This is an optimization exercise on Yosys and OpenROAD, whose aim is a short achievable clock period and few clock cycles, not a production implementation.
Function was checked by simulation only, so behaviour that the tests miss may differ from the original.

==> design/flow/design.v <==
`timescale 1ns / 1ps
module ALU1Biteshe(
 	input A,
    input B,
    input CIN,
    input BInvert,
    input Less,
    input [2:0] Op,
    output Result,
    output CarryOutFinal
    );
   wire JoB, mB, CarryOut, CarryOutSemiFinal, And, Or, Xor, Add;  
   assign JoB = ~B;
   Mux2ne1 muxB(B, JoB, BInvert, mB);
   assign And = A & mB;
   assign Or = A | mB;
   assign Xor = A ^ mB;
  Mux8ne1 coutVlera(1'b0, 1'b0, CarryOut, 1'b0, 1'b0, 1'b0, 1'b0, 1'b0, Op, CarryOutFinal);
  Mbledhesi m1(A, mB, CIN, Add, CarryOut);
  Mux8ne1 MuxiKryesor(And, Or, Add, 1'b0, 1'b0, Xor, 1'b0, 1'b0, Op, Result);
endmodule
`timescale 1ns / 1ps
module ALU24Biteshe(
    input [23:0] A,
    input [23:0] B,
    input [3:0] SHAMT,
    input BNegate,
    input [2:0] Op,
    output Zero,
    output [23:0] ResultFinal,
    output Overflow,
    output CarryOut
    );
  wire [22:0] COUT;
  wire [23:0] Sll, Result, Slt;
  wire [23:0] Mul;
  ALU1Biteshe ALU0(A[0], B[0], BNegate, BNegate, Result[23], Op, Result[0], COUT[0]);
  ALU1Biteshe ALU1(A[1], B[1], COUT[0], BNegate, 1'b0, Op, Result[1], COUT[1]);
  ALU1Biteshe ALU2(A[2], B[2], COUT[1], BNegate, 1'b0, Op, Result[2], COUT[2]);
  ALU1Biteshe ALU3(A[3], B[3], COUT[2], BNegate, 1'b0, Op, Result[3], COUT[3]);
  ALU1Biteshe ALU4(A[4], B[4], COUT[3], BNegate, 1'b0, Op, Result[4], COUT[4]);
  ALU1Biteshe ALU5(A[5], B[5], COUT[4], BNegate, 1'b0, Op, Result[5], COUT[5]);
  ALU1Biteshe ALU6(A[6], B[6], COUT[5], BNegate, 1'b0, Op, Result[6], COUT[6]);
  ALU1Biteshe ALU7(A[7], B[7], COUT[6], BNegate, 1'b0, Op, Result[7], COUT[7]);
  ALU1Biteshe ALU8(A[8], B[8], COUT[7], BNegate, 1'b0, Op, Result[8], COUT[8]);
  ALU1Biteshe ALU9(A[9], B[9], COUT[8], BNegate, 1'b0, Op, Result[9], COUT[9]);
  ALU1Biteshe ALU10(A[10], B[10], COUT[9], BNegate, 1'b0, Op, Result[10], COUT[10]);
  ALU1Biteshe ALU11(A[11], B[11], COUT[10], BNegate, 1'b0, Op, Result[11], COUT[11]);
  ALU1Biteshe ALU12(A[12], B[12], COUT[11], BNegate, 1'b0, Op, Result[12], COUT[12]);
  ALU1Biteshe ALU13(A[13], B[13], COUT[12], BNegate, 1'b0, Op, Result[13], COUT[13]);
  ALU1Biteshe ALU14(A[14], B[14], COUT[13], BNegate, 1'b0, Op, Result[14], COUT[14]);
  ALU1Biteshe ALU15(A[15], B[15], COUT[14], BNegate, 1'b0, Op, Result[15], COUT[15]);
  ALU1Biteshe ALU16(A[16], B[16], COUT[15], BNegate, 1'b0, Op, Result[16], COUT[16]);
  ALU1Biteshe ALU17(A[17], B[17], COUT[16], BNegate, 1'b0, Op, Result[17], COUT[17]);
  ALU1Biteshe ALU18(A[18], B[18], COUT[17], BNegate, 1'b0, Op, Result[18], COUT[18]);
  ALU1Biteshe ALU19(A[19], B[19], COUT[18], BNegate, 1'b0, Op, Result[19], COUT[19]);
  ALU1Biteshe ALU20(A[20], B[20], COUT[19], BNegate, 1'b0, Op, Result[20], COUT[20]);
  ALU1Biteshe ALU21(A[21], B[21], COUT[20], BNegate, 1'b0, Op, Result[21], COUT[21]);
  ALU1Biteshe ALU22(A[22], B[22], COUT[21], BNegate, 1'b0, Op, Result[22], COUT[22]);
  ALU1Biteshe ALU23(A[23], B[23], COUT[22], BNegate, 1'b0, Op, Result[23], CarryOut);
assign Zero = ~(Result[0] | Result[1] | 
                Result[2] | Result[3] | 
                Result[4] | Result[5] | 
                Result[6] | Result[7] | 
                Result[8] | Result[9] | 
                Result[10] | Result[11] | 
                Result[12] | Result[13] | 
                Result[14] | Result[15] | 
                Result[16] | Result[17] | 
                Result[18] | Result[19] | 
                Result[20] | Result[21] | 
                Result[22] | Result[23] ); 
  wire[23:0] Zbritja;
  wire C;
  assign Slt = {23'd0, Zbritja[23]};
  ShiftLeftLogical sll0(A, B, SHAMT, Sll);
  Mbledhesi24Bitesh m(A, ~B, 1'b1, Zbritja, C);
  Mux8ne1_24Bit MuxiKryesor(Result, Result, Result, Slt, 24'd0, Result, Sll, 24'd0, Op, ResultFinal);
    assign Overflow = COUT[22] ^ CarryOut;
endmodule
`timescale 1ns / 1ps
module ALUControl(
input [1:0] ALUOp,
input [3:0] Funct,
input [3:0] opcode,
output reg [3:0] ALUCtrl
);
always @(*)
begin
ALUCtrl = 4'b0010;
case(ALUOp)  
    2'b00: ALUCtrl = 4'b0010;  
    2'b01: ALUCtrl = 4'b1010;  
    2'b10:  
        case(Funct)
            4'b0010: ALUCtrl = 4'b0010;  
            4'b0011: ALUCtrl = 4'b1010;  
            4'b0000: ALUCtrl = 4'b0000;  
            4'b0001 : ALUCtrl = 4'b0001;  
            4'b0100 : ALUCtrl = 4'b0011;  
            4'b0111 : ALUCtrl = 4'b0110;  
            4'b0110 : ALUCtrl = 4'b0101;  
            default : ALUCtrl = 4'b0010;
        endcase
    2'b11:  
        case(opcode)
            4'b0001: ALUCtrl = 4'b0010;  
            4'b0110: ALUCtrl = 4'b0101;  
            default: ALUCtrl = 4'b0010;
        endcase
endcase
end
endmodule
`timescale 1ns / 1ps
module ControlUnit(
    input [3:0] OPCODE,  
    input [3:0] FUNCT,
    output reg RegDst,  
    output reg Branch,
    output reg MemRead,
    output reg MemToReg,
    output reg[1:0] AluOp,
    output reg MemWrite,
    output reg AluSrc,
    output reg RegWrite,
    output reg[1:0] MulToReg,  
    output reg Halt
    );
always @(*)
begin
RegDst = 0;
AluSrc = 0;
MemToReg = 0;
RegWrite = 0;
MemRead = 0;
MemWrite = 0;
Branch = 0;
AluOp = 2'b00;
MulToReg = 2'b00;
Halt = 0;
case(OPCODE)
4'b0110:  
begin
case(FUNCT)
4'b0101:  
 begin
    AluOp = 2'b11;
    end
4'b0000, 4'b0001, 4'b0010, 4'b0011, 4'b0100, 4'b0110, 4'b0111:  
    begin
    RegDst = 1;
    RegWrite = 1;
    AluOp = 2'b10;
   end
4'b1000:  
    begin
    RegDst = 1;
    RegWrite = 1;
    MulToReg = 2'b01;
    end
4'b1001:  
    begin
    RegDst = 1;
    RegWrite = 1;
    MulToReg = 2'b10;
    end
default: ;  
   endcase
end
4'b0010:  
    begin
    AluSrc = 1;
    MemToReg = 1;
    RegWrite = 1;
    MemRead = 1;
    end 
4'b0011:  
    begin
    AluSrc = 1;
    MemWrite = 1;
    end 
4'b0100:  
    begin
    Branch = 1;
    AluOp = 2'b01;
    end 
4'b0001:  
    begin
    AluSrc = 1;
    RegWrite = 1;
    end 
4'b1111:  
    begin
    Halt = 1;
    end
default: ;  
endcase
end
endmodule
`timescale 1ns / 1ps
module Mbledhesi(
  input A,
    input B,
    input CIN,
    output Shuma,
    output COUT
    );
    assign Shuma = A ^ B ^ CIN;
    assign COUT = (CIN & A) | (CIN & B) | (A & B);
endmodule
`timescale 1ns / 1ps
module Mbledhesi24Bitesh(
    input [23:0] A,
    input [23:0] B,
    input CIN,
    output [23:0] Shuma,
    output CarryOut
    );
    wire [22:0] COUT;
    Mbledhesi M0(A[0], B[0], CIN, Shuma[0], COUT[0]);
    Mbledhesi M1(A[1], B[1], COUT[0], Shuma[1], COUT[1]);
    Mbledhesi M2(A[2], B[2], COUT[1], Shuma[2], COUT[2]);
    Mbledhesi M3(A[3], B[3], COUT[2], Shuma[3], COUT[3]);
    Mbledhesi M4(A[4], B[4], COUT[3], Shuma[4], COUT[4]);
    Mbledhesi M5(A[5], B[5], COUT[4], Shuma[5], COUT[5]);
    Mbledhesi M6(A[6], B[6], COUT[5], Shuma[6], COUT[6]);
    Mbledhesi M7(A[7], B[7], COUT[6], Shuma[7], COUT[7]);
    Mbledhesi M8(A[8], B[8], COUT[7], Shuma[8], COUT[8]);
    Mbledhesi M9(A[9], B[9], COUT[8], Shuma[9], COUT[9]);
    Mbledhesi M10(A[10], B[10], COUT[9], Shuma[10], COUT[10]);
    Mbledhesi M11(A[11], B[11], COUT[10], Shuma[11], COUT[11]);
    Mbledhesi M12(A[12], B[12], COUT[11], Shuma[12], COUT[12]);
    Mbledhesi M13(A[13], B[13], COUT[12], Shuma[13], COUT[13]);
    Mbledhesi M14(A[14], B[14], COUT[13], Shuma[14], COUT[14]);
    Mbledhesi M15(A[15], B[15], COUT[14], Shuma[15], COUT[15]);
    Mbledhesi M16(A[16], B[16], COUT[15], Shuma[16], COUT[16]);
    Mbledhesi M17(A[17], B[17], COUT[16], Shuma[17], COUT[17]);
    Mbledhesi M18(A[18], B[18], COUT[17], Shuma[18], COUT[18]);
    Mbledhesi M19(A[19], B[19], COUT[18], Shuma[19], COUT[19]);
    Mbledhesi M20(A[20], B[20], COUT[19], Shuma[20], COUT[20]);
    Mbledhesi M21(A[21], B[21], COUT[20], Shuma[21], COUT[21]);
    Mbledhesi M22(A[22], B[22], COUT[21], Shuma[22], COUT[22]);
    Mbledhesi M23(A[23], B[23], COUT[22], Shuma[23], CarryOut);
endmodule
`timescale 1ns / 1ps
module Mbledhesi48Bitesh(
    input [47:0] A,
    input [47:0] B,
    input CIN,
    output [47:0] Shuma,
    output CarryOut
);
   wire cout; 
   Mbledhesi24Bitesh m0(A[23:0], B[23:0], CIN, Shuma[23:0], cout);
   Mbledhesi24Bitesh m1(A[47:24], B[47:24], cout, Shuma[47:24], CarryOut);
endmodule
`timescale 1ns / 1ps
module MulReg(
input wire[47:0] WriteData,
input wire MulWrite,
input wire Clock,
output wire[47:0] ReadData
    );
reg[47:0] Register;
always @(posedge Clock)
begin
if(MulWrite) 
begin
Register <= WriteData;
    end
end
assign ReadData = Register;
endmodule
`timescale 1ns / 1ps
module Multiply(
input [23:0] A,
input [23:0] B,
output [47:0] Result
    );
    wire [22:0] cout;
    wire[47:0] Result0, Result1, Result2, Result3, Result4, Result5, Result6, Result7, Result8, Result9, 
    Result10, Result11, Result12, Result13, Result14, Result15, Result16, Result17, Result18, Result19, 
    Result20, Result21, Result22, Result23;
    wire[47:0] Mbledhje0, Mbledhje1, Mbledhje2, Mbledhje3, Mbledhje4, Mbledhje5, Mbledhje6, Mbledhje7, Mbledhje8, Mbledhje9, 
    Mbledhje10, Mbledhje11, Mbledhje12, Mbledhje13, Mbledhje14, Mbledhje15, Mbledhje16, Mbledhje17, Mbledhje18, Mbledhje19, 
    Mbledhje20, Mbledhje21, Mbledhje22, Mbledhje23;
    Mux2ne1_48Bit m0(48'd0, {24'd0, A[23:0]}, B[0], Result0);
    Mux2ne1_48Bit m1(48'd0, {23'd0, A[23:0], 1'd0}, B[1], Result1);
    Mux2ne1_48Bit m2(48'd0, {22'd0, A[23:0], 2'd0}, B[2], Result2);
    Mux2ne1_48Bit m3(48'd0, {21'd0, A[23:0], 3'd0}, B[3], Result3);
    Mux2ne1_48Bit m4(48'd0, {20'd0, A[23:0], 4'd0}, B[4], Result4);
    Mux2ne1_48Bit m5(48'd0, {19'd0, A[23:0], 5'd0}, B[5], Result5);
    Mux2ne1_48Bit m6(48'd0, {18'd0, A[23:0], 6'd0}, B[6], Result6);
    Mux2ne1_48Bit m7(48'd0, {17'd0, A[23:0], 7'd0}, B[7], Result7);
    Mux2ne1_48Bit m8(48'd0, {16'd0, A[23:0], 8'd0}, B[8], Result8);
    Mux2ne1_48Bit m9(48'd0, {15'd0, A[23:0], 9'd0}, B[9], Result9);
    Mux2ne1_48Bit m10(48'd0, {14'd0, A[23:0], 10'd0}, B[10], Result10);
    Mux2ne1_48Bit m11(48'd0, {13'd0, A[23:0], 11'd0}, B[11], Result11);
    Mux2ne1_48Bit m12(48'd0, {12'd0, A[23:0], 12'd0}, B[12], Result12);
    Mux2ne1_48Bit m13(48'd0, {11'd0, A[23:0], 13'd0}, B[13], Result13);
    Mux2ne1_48Bit m14(48'd0, {10'd0, A[23:0], 14'd0}, B[14], Result14);
    Mux2ne1_48Bit m15(48'd0, {9'd0, A[23:0], 15'd0}, B[15], Result15);
    Mux2ne1_48Bit m16(48'd0, {8'd0, A[23:0], 16'd0}, B[16], Result16);
    Mux2ne1_48Bit m17(48'd0, {7'd0, A[23:0], 17'd0}, B[17], Result17);
    Mux2ne1_48Bit m18(48'd0, {6'd0, A[23:0], 18'd0}, B[18], Result18);
    Mux2ne1_48Bit m19(48'd0, {5'd0, A[23:0], 19'd0}, B[19], Result19);
    Mux2ne1_48Bit m20(48'd0, {4'd0, A[23:0], 20'd0}, B[20], Result20);
    Mux2ne1_48Bit m21(48'd0, {3'd0, A[23:0], 21'd0}, B[21], Result21);
    Mux2ne1_48Bit m22(48'd0, {2'd0, A[23:0], 22'd0}, B[22], Result22);
    Mux2ne1_48Bit m23(48'd0, {1'd0, A[23:0], 23'd0}, B[23], Result23);
    Mbledhesi48Bitesh a0(Result0, Result1, 1'd0, Mbledhje0, cout[0]);
    Mbledhesi48Bitesh a1(Result2, Result3, 1'd0, Mbledhje1, cout[1]);
    Mbledhesi48Bitesh a2(Result4, Result5, 1'd0, Mbledhje2, cout[2]);
    Mbledhesi48Bitesh a3(Result6, Result7, 1'd0, Mbledhje3, cout[3]);
    Mbledhesi48Bitesh a4(Result8, Result9, 1'd0, Mbledhje4, cout[4]);
    Mbledhesi48Bitesh a5(Result10, Result11, 1'd0, Mbledhje5, cout[5]);
    Mbledhesi48Bitesh a6(Result12, Result13, 1'd0, Mbledhje6, cout[6]);
    Mbledhesi48Bitesh a7(Result14, Result15, 1'd0, Mbledhje7, cout[7]);
    Mbledhesi48Bitesh a8(Result16, Result17, 1'd0, Mbledhje8, cout[8]);
    Mbledhesi48Bitesh a9(Result18, Result19, 1'd0, Mbledhje9, cout[9]);
    Mbledhesi48Bitesh a10(Result20, Result21, 1'd0, Mbledhje10, cout[10]);
    Mbledhesi48Bitesh a11(Result22, Result23, 1'd0, Mbledhje11, cout[11]);
    Mbledhesi48Bitesh a12(Mbledhje0, Mbledhje1, 1'd0, Mbledhje12, cout[12]);
    Mbledhesi48Bitesh a13(Mbledhje2, Mbledhje3, 1'd0, Mbledhje13, cout[13]);
    Mbledhesi48Bitesh a14(Mbledhje4, Mbledhje5, 1'd0, Mbledhje14, cout[14]);
    Mbledhesi48Bitesh a15(Mbledhje6, Mbledhje7, 1'd0, Mbledhje15, cout[15]);
    Mbledhesi48Bitesh a16(Mbledhje8, Mbledhje9, 1'd0, Mbledhje16, cout[16]);
    Mbledhesi48Bitesh a17(Mbledhje10, Mbledhje11, 1'd0, Mbledhje17, cout[17]);
    Mbledhesi48Bitesh a18(Mbledhje12, Mbledhje13, 1'd0, Mbledhje18, cout[18]);
    Mbledhesi48Bitesh a19(Mbledhje14, Mbledhje15, 1'd0, Mbledhje19, cout[19]);
    Mbledhesi48Bitesh a20(Mbledhje16, Mbledhje17, 1'd0, Mbledhje20, cout[20]);
    Mbledhesi48Bitesh a21(Mbledhje18, Mbledhje19, 1'd0, Mbledhje21, cout[21]);
    Mbledhesi48Bitesh a22(Mbledhje20, Mbledhje21, 1'd0, Result, cout[22]);
endmodule
`timescale 1ns / 1ps
module Mux2ne1(
  	input wire Hyrja1,
    input wire Hyrja2,
    input wire S,
    output wire M
    );
wire telijoS, teli1, teli2;
  not(telijoS, S);
  and(teli1, Hyrja1, telijoS);
  and(teli2 , S, Hyrja2);
or(M, teli1, teli2);
endmodule
`timescale 1ns / 1ps
module Mux2ne1_24Bit(
input[23:0] Hyrja0,
    input[23:0] Hyrja1,
    input S,
    output[23:0] Dalja
    );
    wire [23:0] Sp;
    assign Sp = {24{S}};
    assign Dalja = (~Sp & Hyrja0) | (Hyrja1 & Sp);
endmodule
`timescale 1ns / 1ps
module Mux2ne1_48Bit(
input[47:0] Hyrja0,
    input[47:0] Hyrja1,
    input S,
    output[47:0] Dalja
    );
    wire [47:0] Sp;
    assign Sp = {48{S}};
    assign Dalja = (~Sp & Hyrja0) | (Hyrja1 & Sp);
endmodule
`timescale 1ns / 1ps
module Mux2ne1_4Bit(
input[3:0] Hyrja1,
    input[3:0] Hyrja2,
    input S,
    output[3:0] Dalja
    );
Mux2ne1 m0(Hyrja1[0], Hyrja2[0], S, Dalja[0]);
Mux2ne1 m1(Hyrja1[1], Hyrja2[1], S, Dalja[1]);
Mux2ne1 m2(Hyrja1[2], Hyrja2[2], S, Dalja[2]);
Mux2ne1 m3(Hyrja1[3], Hyrja2[3], S, Dalja[3]);
endmodule
`timescale 1ns / 1ps
module Mux4ne1(
 input Hyrja0,
    input Hyrja1,
    input Hyrja2,
    input Hyrja3,
    input [1:0] S,
    output Dalja
    );
    wire Dalja1, Dalja2;
   Mux2ne1 m0(Hyrja0, Hyrja1, S[0], Dalja1);
   Mux2ne1 m1(Hyrja2, Hyrja3, S[0], Dalja2);
   Mux2ne1 m2(Dalja1, Dalja2, S[1], Dalja);
endmodule
`timescale 1ns / 1ps
  module Mux4ne1_24Bit(
    input[23:0] Hyrja0,
    input[23:0] Hyrja1,
    input[23:0] Hyrja2,
    input[23:0] Hyrja3,
    input [1:0] S,
    output[23:0] Dalja
    );
    wire [23:0] Dalja1, Dalja2; 
    Mux2ne1_24Bit m0(Hyrja0, Hyrja1, S[0], Dalja1);
    Mux2ne1_24Bit m1(Hyrja2, Hyrja3, S[0], Dalja2);
    Mux2ne1_24Bit m2(Dalja1, Dalja2, S[1], Dalja);
endmodule
`timescale 1ns / 1ps
module Mux8ne1(
input Hyrja0,
input Hyrja1,
input Hyrja2,
input Hyrja3,
input Hyrja4,
input Hyrja5,
input Hyrja6,
input Hyrja7,
input [2:0] s,
output Dalja);
wire dalja1, dalja2;
Mux4ne1 m0(Hyrja0, Hyrja1, Hyrja2, Hyrja3, s[1:0], dalja1);
Mux4ne1 m1(Hyrja4, Hyrja5, Hyrja6, Hyrja7, s[1:0], dalja2);
Mux2ne1 m(dalja1, dalja2, s[2], Dalja);
endmodule
`timescale 1ns / 1ps
module Mux8ne1_24Bit(
  input[23:0] Hyrja0,
  input[23:0] Hyrja1,
  input[23:0] Hyrja2,
  input[23:0] Hyrja3,
  input[23:0] Hyrja4,
  input[23:0] Hyrja5,
  input[23:0] Hyrja6,
  input[23:0] Hyrja7,
  input[2:0] s,
  output[23:0] Dalja
);
  wire[23:0] dalja1, dalja2;
Mux4ne1_24Bit m0(Hyrja0, Hyrja1, Hyrja2, Hyrja3, s[1:0], dalja1);
Mux4ne1_24Bit m1(Hyrja4, Hyrja5, Hyrja6, Hyrja7, s[1:0], dalja2);
Mux2ne1_24Bit m(dalja1, dalja2, s[2], Dalja);
endmodule
`timescale 1ns / 1ps
module RegisterFile(
input wire[3:0] RS,
input wire[3:0] RT,
input wire[3:0] RD,
input wire[23:0] WriteData,
input wire RegWrite,
input wire Clock,
output wire[23:0] ReadRS,
output wire[23:0] ReadRT
    );
reg[23:0] Registers[15:1];
always @(posedge Clock)
begin
if(RegWrite && RD != 4'd0)
    Registers[RD] <= WriteData;
end
assign ReadRS = (RS == 4'd0) ? 24'd0 : Registers[RS];
assign ReadRT = (RT == 4'd0) ? 24'd0 : Registers[RT];
endmodule
`timescale 1ns / 1ps
module ShiftLeftLogical(
input [23:0] A,
input [23:0] B,
input [3:0] SHAMT,
output[23:0] ResultFinal
    );
  wire cout1, cout2;
    wire[23:0] SHAMTe, Shuma, Zbritja, Result1, Result2;
    assign SHAMTe = {20'd0, SHAMT[3:0]};
  Mbledhesi24Bitesh m0(SHAMTe, B, 1'b0, Shuma, cout1);
  Mbledhesi24Bitesh m00(Shuma, ~(24'd24), 1'b1, Zbritja, cout2);
 assign Result1 = {A[0], 23'd0};
wire [23:0] Dalja1, Dalja2, Dalja3;
Mux8ne1_24Bit m1(A, {A[22:0], 1'd0}, {A[21:0], 2'd0}, {A[20:0], 3'd0}, {A[19:0], 4'd0}, {A[18:0], 5'd0}, {A[17:0], 6'd0}, {A[16:0], 7'd0}, Shuma[2:0], Dalja1);
Mux8ne1_24Bit m2({A[15:0], 8'd0}, {A[14:0], 9'd0}, {A[13:0], 10'd0}, {A[12:0], 11'd0}, {A[11:0], 12'd0}, {A[10:0], 13'd0}, {A[9:0], 14'd0}, {A[8:0], 15'd0}, Shuma[2:0], Dalja2);
Mux8ne1_24Bit m3({A[7:0], 16'd0}, {A[6:0], 17'd0}, {A[5:0], 18'd0}, {A[4:0], 19'd0}, {A[3:0], 20'd0}, {A[2:0], 21'd0}, {A[1:0], 22'd0}, {A[0], 23'd0}, Shuma[2:0], Dalja3);
Mux4ne1_24Bit m4(Dalja1, Dalja2, Dalja3, 24'd0, Shuma[4:3], Result2);
Mux2ne1_24Bit m5(Result1, Result2, Zbritja[23], ResultFinal);
endmodule
`timescale 1ns / 1ps
module Datapath(
input Clock,  
input Reset,  
input RegDst, Branch, MemRead, 
MemWrite, RegWrite, MemToReg, ALUSrc,  
input [1:0] ALUOp,  
input [1:0] MulToReg,  
input Halt,  
output [3:0] opcode,  
output [3:0] funct,
output [23:0] IMemAddress,  
input [23:0] IMemData,  
output [23:0] DMemAddress,  
output [23:0] DMemWriteData,
output DMemWrite,
input [23:0] DMemReadData,
output Halted
);
reg[23:0] pc_initial;  
reg halted_r;
wire [23:0] pc3, pcbeq, pc_next;  
wire [23:0] instruction;  
wire [3:0] mux_regfile;  
wire[23:0] readData1, readData2, writeData,  
mux_ALU, ALU_Out, Zgjerimi, memToMux,  
shifter1beq, shiftTemp, kalo3adresa, branchAdderToMux, beqAddress;  
wire[23:0] aluMemData, mulData;
wire[3:0] ALUCtrl;  
wire MulWrite, zerof, overflow, carryout, cout1, cout2, cout3;  
wire andMuxBranch;  
wire[47:0] MulRes, MulRead;
always@(posedge Clock)
begin
    if(Reset)
        pc_initial <= 24'd10;  
    else
        pc_initial <= pc_next; 
end
always@(posedge Clock)
begin
    if(Reset)
        halted_r <= 1'b0;
    else if(Halt)
        halted_r <= 1'b1;
end
assign Halted = halted_r;
Mbledhesi24Bitesh m1(pc_initial, 24'd3, 1'b0, pc3, cout1); 
assign IMemAddress = pc_initial;
assign instruction = IMemData;
Mux2ne1_4Bit mux0(instruction[15:12], instruction[11:8], RegDst, mux_regfile);
assign Zgjerimi = {{12{instruction[11]}}, instruction[11:0]};
RegisterFile RF(instruction[19:16], instruction[15:12], mux_regfile, writeData, RegWrite, Clock, readData1, readData2 ); 
Mux2ne1_24Bit mux1(readData2, Zgjerimi, ALUSrc, mux_ALU);
ALUControl AC(ALUOp, instruction[3:0], instruction[23:20], ALUCtrl);
ALU24Biteshe ALU(readData1, mux_ALU,instruction[11:0], ALUCtrl[3], ALUCtrl[2:0], zerof, ALU_Out, overflow, carryout);
assign DMemAddress = ALU_Out;
assign DMemWriteData = readData2;
assign DMemWrite = MemWrite;
assign memToMux = DMemReadData;
Mux2ne1_24Bit mux2(ALU_Out, memToMux, MemToReg, aluMemData);
Mux2ne1_24Bit mux5(MulRead[23:0], MulRead[47:24], MulToReg[1], mulData);
Mux2ne1_24Bit mux6(aluMemData, mulData, MulToReg[1] | MulToReg[0], writeData);
assign andMuxBranch = zerof & Branch;
assign pc_next = Halt ? pc_initial : pcbeq;
Mbledhesi24Bitesh m3(pc3, Zgjerimi, 1'b0, beqAddress, cout3); 
Mux2ne1_24Bit mux3(pc3, beqAddress, andMuxBranch, pcbeq);
assign opcode = instruction[23:20];
assign funct = instruction[3:0];
assign MulWrite = ALUOp[1] & ALUOp[0];
Multiply mul0(readData1, mux_ALU, MulRes);
MulReg MR(MulRes, MulWrite, Clock, MulRead);
endmodule
`timescale 1ns / 1ps
module CPU(
input Clock,
input Reset,
output [23:0] imem_addr,
input [23:0] imem_data,
output [23:0] dmem_addr,
output [23:0] dmem_wdata,
output dmem_we,
input [23:0] dmem_rdata,
output halted
);
wire [3:0] opcode, funct;  
wire RegDst, Jump, Branch, MemRead, MemWrite, RegWrite, MemToReg, ALUSrc, Halt;
wire [1:0] ALUOp, MulToReg;
Datapath DP
(
Clock,
Reset,
RegDst, Branch, MemRead, MemWrite, RegWrite, MemToReg, ALUSrc,
ALUOp,
MulToReg,
Halt,
opcode,
funct,
imem_addr,
imem_data,
dmem_addr,
dmem_wdata,
dmem_we,
dmem_rdata,
halted
);
ControlUnit ControlUnit(opcode, 
funct,
RegDst,  
Branch, 
MemRead, 
MemToReg,
ALUOp,
MemWrite, 
ALUSrc,
RegWrite,
MulToReg,
Halt
);
endmodule
==> design/flow/run.sh <==
#!/bin/bash
# synth_recipe.tcl (not shown) runs the flow's synth.tcl, then flattens the netlist and writes it again
# the make line also repeats each setting of config.mk as NAME=value (left out here)
make -C /OpenROAD-flow-scripts/flow DESIGN_CONFIG=/design/flow/config.mk WORK_HOME=/design/flow/orfs CLKGATE_MAP_FILE= SYNTH_SCRIPT=/design/flow/synth_recipe.tcl finish
==> design/flow/config.mk <==
export PLATFORM = sky130hd
export DESIGN_NAME = CPU
export DESIGN_NICKNAME = CPU
export VERILOG_FILES = /design/flow/design.v
export SDC_FILE = /design/flow/constraint.sdc
export NUM_CORES = 4
export LEC_CHECK = 0
export CAP_MARGIN = 20
export CORE_MARGIN = 2
export CORE_UTILIZATION = 40
export SLEW_MARGIN = 20
==> design/flow/constraint.sdc <==
create_clock -name core_clock -period 26.0 [get_ports {Clock}]
set_input_delay 5.2000 -clock core_clock [delete_from_list [all_inputs] [get_ports {Clock}]]
set_output_delay 5.2000 -clock core_clock [all_outputs]
set_load 0.01 [all_outputs]
==> results.cfg <==
[timing]
final.period_utilization_pct = 97.8
finClkSkew_ns = 0.0474
report.final.setup_viol = 0
maxSlewViolCount = 0
worst_slew_pin_slew_ns = 1.10
slew_headroom_pct = 26.2
time_the_final_worst_path_needs_with_i_o_delays_and_setup_ns = 25.44
fin_ws_ns = 0.564
report.final.hold_viol_count = 0
max_freq_ghz = 0.0393

[die]
start_util_pct = 40.4
io_pins = 124
fp.dieW_um = 327
floorplan.rows = 118
die_h_um = 327
die-area_um2 = 107000
core-area_um2 = 103000

[run_status]
run_status = timing/DRC/antenna clean

[critical_path]
start_kind = input port
critical_path_peak_fanout = 9
cp_slowest_cell = sky130_fd_sc_hd__fa_1
crit_start = imem_data[20]
crit_type = in -> out
delay_of_the_slowest_cell_on_the_worst_path_ns = 0.53
end_kind = output port
cp.arrival_ns = 20.24
worst_path_most_repeated_cell = sky130_fd_sc_hd__fa_1
critical_path.reg2reg.startpoint = DP.RF.Registers[3][1]$_DFFE_PP_
worst-r2r-setup-slack_ns = 5.03
worst-endpoint-required_ns = 20.80

[synth]
sequential_cell_area_fraction_in_the_yosys_report_pct = 30.5
synth_nets = 4384
synth_enable_flop_cells = 408
synthesis.instances = 3595
synth_cell_area_um2 = 41800
synthFlopType = sky130_fd_sc_hd__edfxtp_1
synth.lib_cells_used.distinct = 87
average_footprint_of_a_synthesized_cell_um2 = 11.6
asr_flop_ratio_synth_pct = 0
ys_ff_latch = 433
synth.yosys.warnings = 6

[cts]
clk_transition_reported_paths_ns = 0.06
htree_levels = 2
tritoncts = yes
cts.root.buffer_cell = sky130_fd_sc_hd__clkbuf_16
numCtsBuffers = 46
clk_latency_ns = 0.63
cts_buffer_depth = 3
clock-sinks = 433

[run]
maxCapViolCount = 0

[layout]
finalNetCount = 4487
final_layout_size_suffix_gt1_share_pct = 16.4
synthToLayoutAreaGrowth_pct = 12.8
filler_cell_count = 9408

[global_route]
first_global_vias = 30800
global_route.overflow_total = 0
antenna_found_initial = 7
grt_first_pass_wirelength_um = 204000
grt_start_max_net_pins = 72
groute.usage.overall_pct = 26.1

[place]
io_buffer_count = 123
placement.setup.worst_slack_ns = -0.658
place.detailed.hpwl_um = 101000
place_congestion = 1.02

[drt]
dr.first_iter.drc_count = 3309
wire_per_inst_um = 27.0
vias = 29900
post_drt_via_cell_ratio = 5.84
routed_wl_um = 138000
antenna_violating_nets_post_route = 0
remaining_drc_errors = 0
drt_pre_antenna_iters = 6

[hold_path]
min_delay_startpoint = DP.halted_r$_SDFFE_PP0N_
hold_path.class = reg -> reg
-- cell usage in the layout, fill, tap and decap left out, types with 25 or more instances in the layout --
master                            Yosys  layout
sky130_fd_sc_hd__mux4_2             148     148
sky130_fd_sc_hd__a21oi_1            101      96
sky130_fd_sc_hd__edfxtp_1           408     408
sky130_fd_sc_hd__ha_1               158     157
sky130_fd_sc_hd__nor2_1             214     193
sky130_fd_sc_hd__clkdlybuf4s50_1      0     111
sky130_fd_sc_hd__inv_1              338     337
sky130_fd_sc_hd__mux2_2              47      47
sky130_fd_sc_hd__and2_1              45      45
sky130_fd_sc_hd__clkbuf_16            0      47
sky130_fd_sc_hd__dfxtp_1             25      25
sky130_fd_sc_hd__o21ai_0             82      75
sky130_fd_sc_hd__a211oi_1            45      41
sky130_fd_sc_hd__nor2b_1             41      30
sky130_fd_sc_hd__fa_1               581     547
sky130_fd_sc_hd__buf_4               33     204
sky130_fd_sc_hd__mux2i_1            143     143
sky130_fd_sc_hd__fa_2                 0      34
sky130_fd_sc_hd__nand2_1            578     577
sky130_fd_sc_hd__xnor2_1             30      29
sky130_fd_sc_hd__o22ai_1             42      36
-- flip-flops by register name, summed over array words and instances (netlist names) --
signal and cells:
DP.pc_initial 24, DP.halted_r 1, DP.RF.Registers 360, DP.MR.Register 48
-- layout make-up --
type / count / area, um2 / area share, %
antenna: 4 / 10.0 / 0.0212
clock buffer: 59 / 1220 / 2.59
clock inverter: 26 / 251 / 0.534
inverter: 342 / 1280 / 2.73
multi-input combinational: 2537 / 26900 / 57.2
sequential: 433 / 12800 / 27.1
tap: 1380 / 1730 / 3.67
timing repair buffer: 338 / 2930 / 6.22
-- synth_stat cells (24+ instances only) --
| cell type | n | area, um2 |
|---|---|---|
| sky130_fd_sc_hd__fa_1 | 581 | 11600 |
| sky130_fd_sc_hd__nand2_1 | 578 | 2170 |
| sky130_fd_sc_hd__edfxtp_1 | 408 | 12300 |
| sky130_fd_sc_hd__inv_1 | 338 | 1270 |
| sky130_fd_sc_hd__nor2_1 | 214 | 803 |
| sky130_fd_sc_hd__ha_1 | 158 | 1980 |
| sky130_fd_sc_hd__clkbuf_1 | 155 | 582 |
| sky130_fd_sc_hd__mux4_2 | 148 | 3330 |
| sky130_fd_sc_hd__mux2i_1 | 143 | 1430 |
| sky130_fd_sc_hd__a21oi_1 | 101 | 505 |
| sky130_fd_sc_hd__o21ai_0 | 82 | 410 |
| sky130_fd_sc_hd__mux2_2 | 47 | 529 |
| sky130_fd_sc_hd__a211oi_1 | 45 | 338 |
| sky130_fd_sc_hd__and2_1 | 45 | 282 |
| sky130_fd_sc_hd__buf_1 | 42 | 158 |
| sky130_fd_sc_hd__o22ai_1 | 42 | 263 |
| sky130_fd_sc_hd__nor2b_1 | 41 | 257 |
| sky130_fd_sc_hd__buf_2 | 36 | 180 |
| sky130_fd_sc_hd__buf_4 | 33 | 248 |
| sky130_fd_sc_hd__xnor2_1 | 30 | 263 |
| sky130_fd_sc_hd__dfxtp_1 | 25 | 500 |
| sky130_fd_sc_hd__nor3_1 | 24 | 120 |
-- routing by layer --
| metal | vias up | wire [um] | global-route usage (%) |
|---|---|---|---|
| met5 | - | 13 | 0 |
| met4 | 2 | 5560 | 9.03 |
| met3 | 268 | 15500 | 6.37 |
| met2 | 1612 | 62100 | 40.3 |
| met1 | 15600 | 54800 | 36.1 |
| li1 | 12500 | - | - |
-- kinds of logic after synthesis --
group | after synthesis | share of synthesized area, %
XOR/XNOR | 33 | 0.692
buffers and inverters | 625 | 6.33
adder cells (fa/ha/maj) | 740 | 32.6
AO/OA/AOI/OAI | 431 | 6.76
AND/OR/NAND/NOR | 987 | 10.0
multiplexers | 346 | 13.1
flip-flops | 433 | 30.5
-- repair_timing --
item / 4_1_cts / 5_1_grt
buffers inserted: 2 / 2
setup endpoints to repair: 3 / 6
gates resized for setup: 9 / 66
endpoints found under the hold margin: 0 / 0
hold buffers: 0 / 0
pin swaps: 3 / 13
cloned: 0 / 0
-- per-stage QoR --
stage | TNS [ns] | hold slack, ns | area [um2] | utilization, % | instances
global placement | -1.10 | 0.451 | 45200 | 43.7 | 5018
global route | -0.0324 | 0.509 | 47100 | 45.5 | 5115
finish | 0 | 0.476 | 47100 | 45.5 | 5119
detailed placement | -2.22 | 0.467 | 45200 | 43.7 | 5019
CTS | 0 | 0.478 | 46800 | 45.2 | 5106
floorplan | 0 | 0.450 | 41900 | - | 3595
-- critical path: cells and delay by family --
kind                       cells  cell delay (ns)
and+or+nand+nor               31             4.71
adders and majority gates     22             8.89
buffers and inverters          4             0.97
AOI/OAI and AO/OA              2             0.44
-- worst paths after layout --
check                                       to  cells past startpoint
setup reg to reg  DP.MR.Register[47]$_DFFE_PN_                     63
setup / recovery                 dmem_addr[22]                     59
hold reg to reg       DP.halted_r$_SDFFE_PP0N_                      2
hold / removal        DP.halted_r$_SDFFE_PP0N_                      2
Testbench counts, summed over its fixed seeds: cycles 26,199.

-- what the ideal ports hide --
The flow's constraints put no driver on any port. The routed layout listed below was extracted and timed again, unchanged, in two steps. Step 1 assumes that a clkbuf_16 drives the clock port and a buf_2 every other input. Step 2 times the ports against the registers' clock, not the clock port: input delays grow and output delays shrink by t, the midpoint of the rising clock arrivals with the driver on. Three values: no drivers, after step 1, after step 2; two values: the first two.
t, ns: 0.661
setup slack, ns: 0.564 / 0.533 / 0.018
worst setup path at the end: input to register
clock arrival spread, ns: 0.047 / 0.047
After both steps this run still meets setup and hold. The setup slack of this run moves by -0.031 ns with the drivers and by -0.546 ns with both steps.
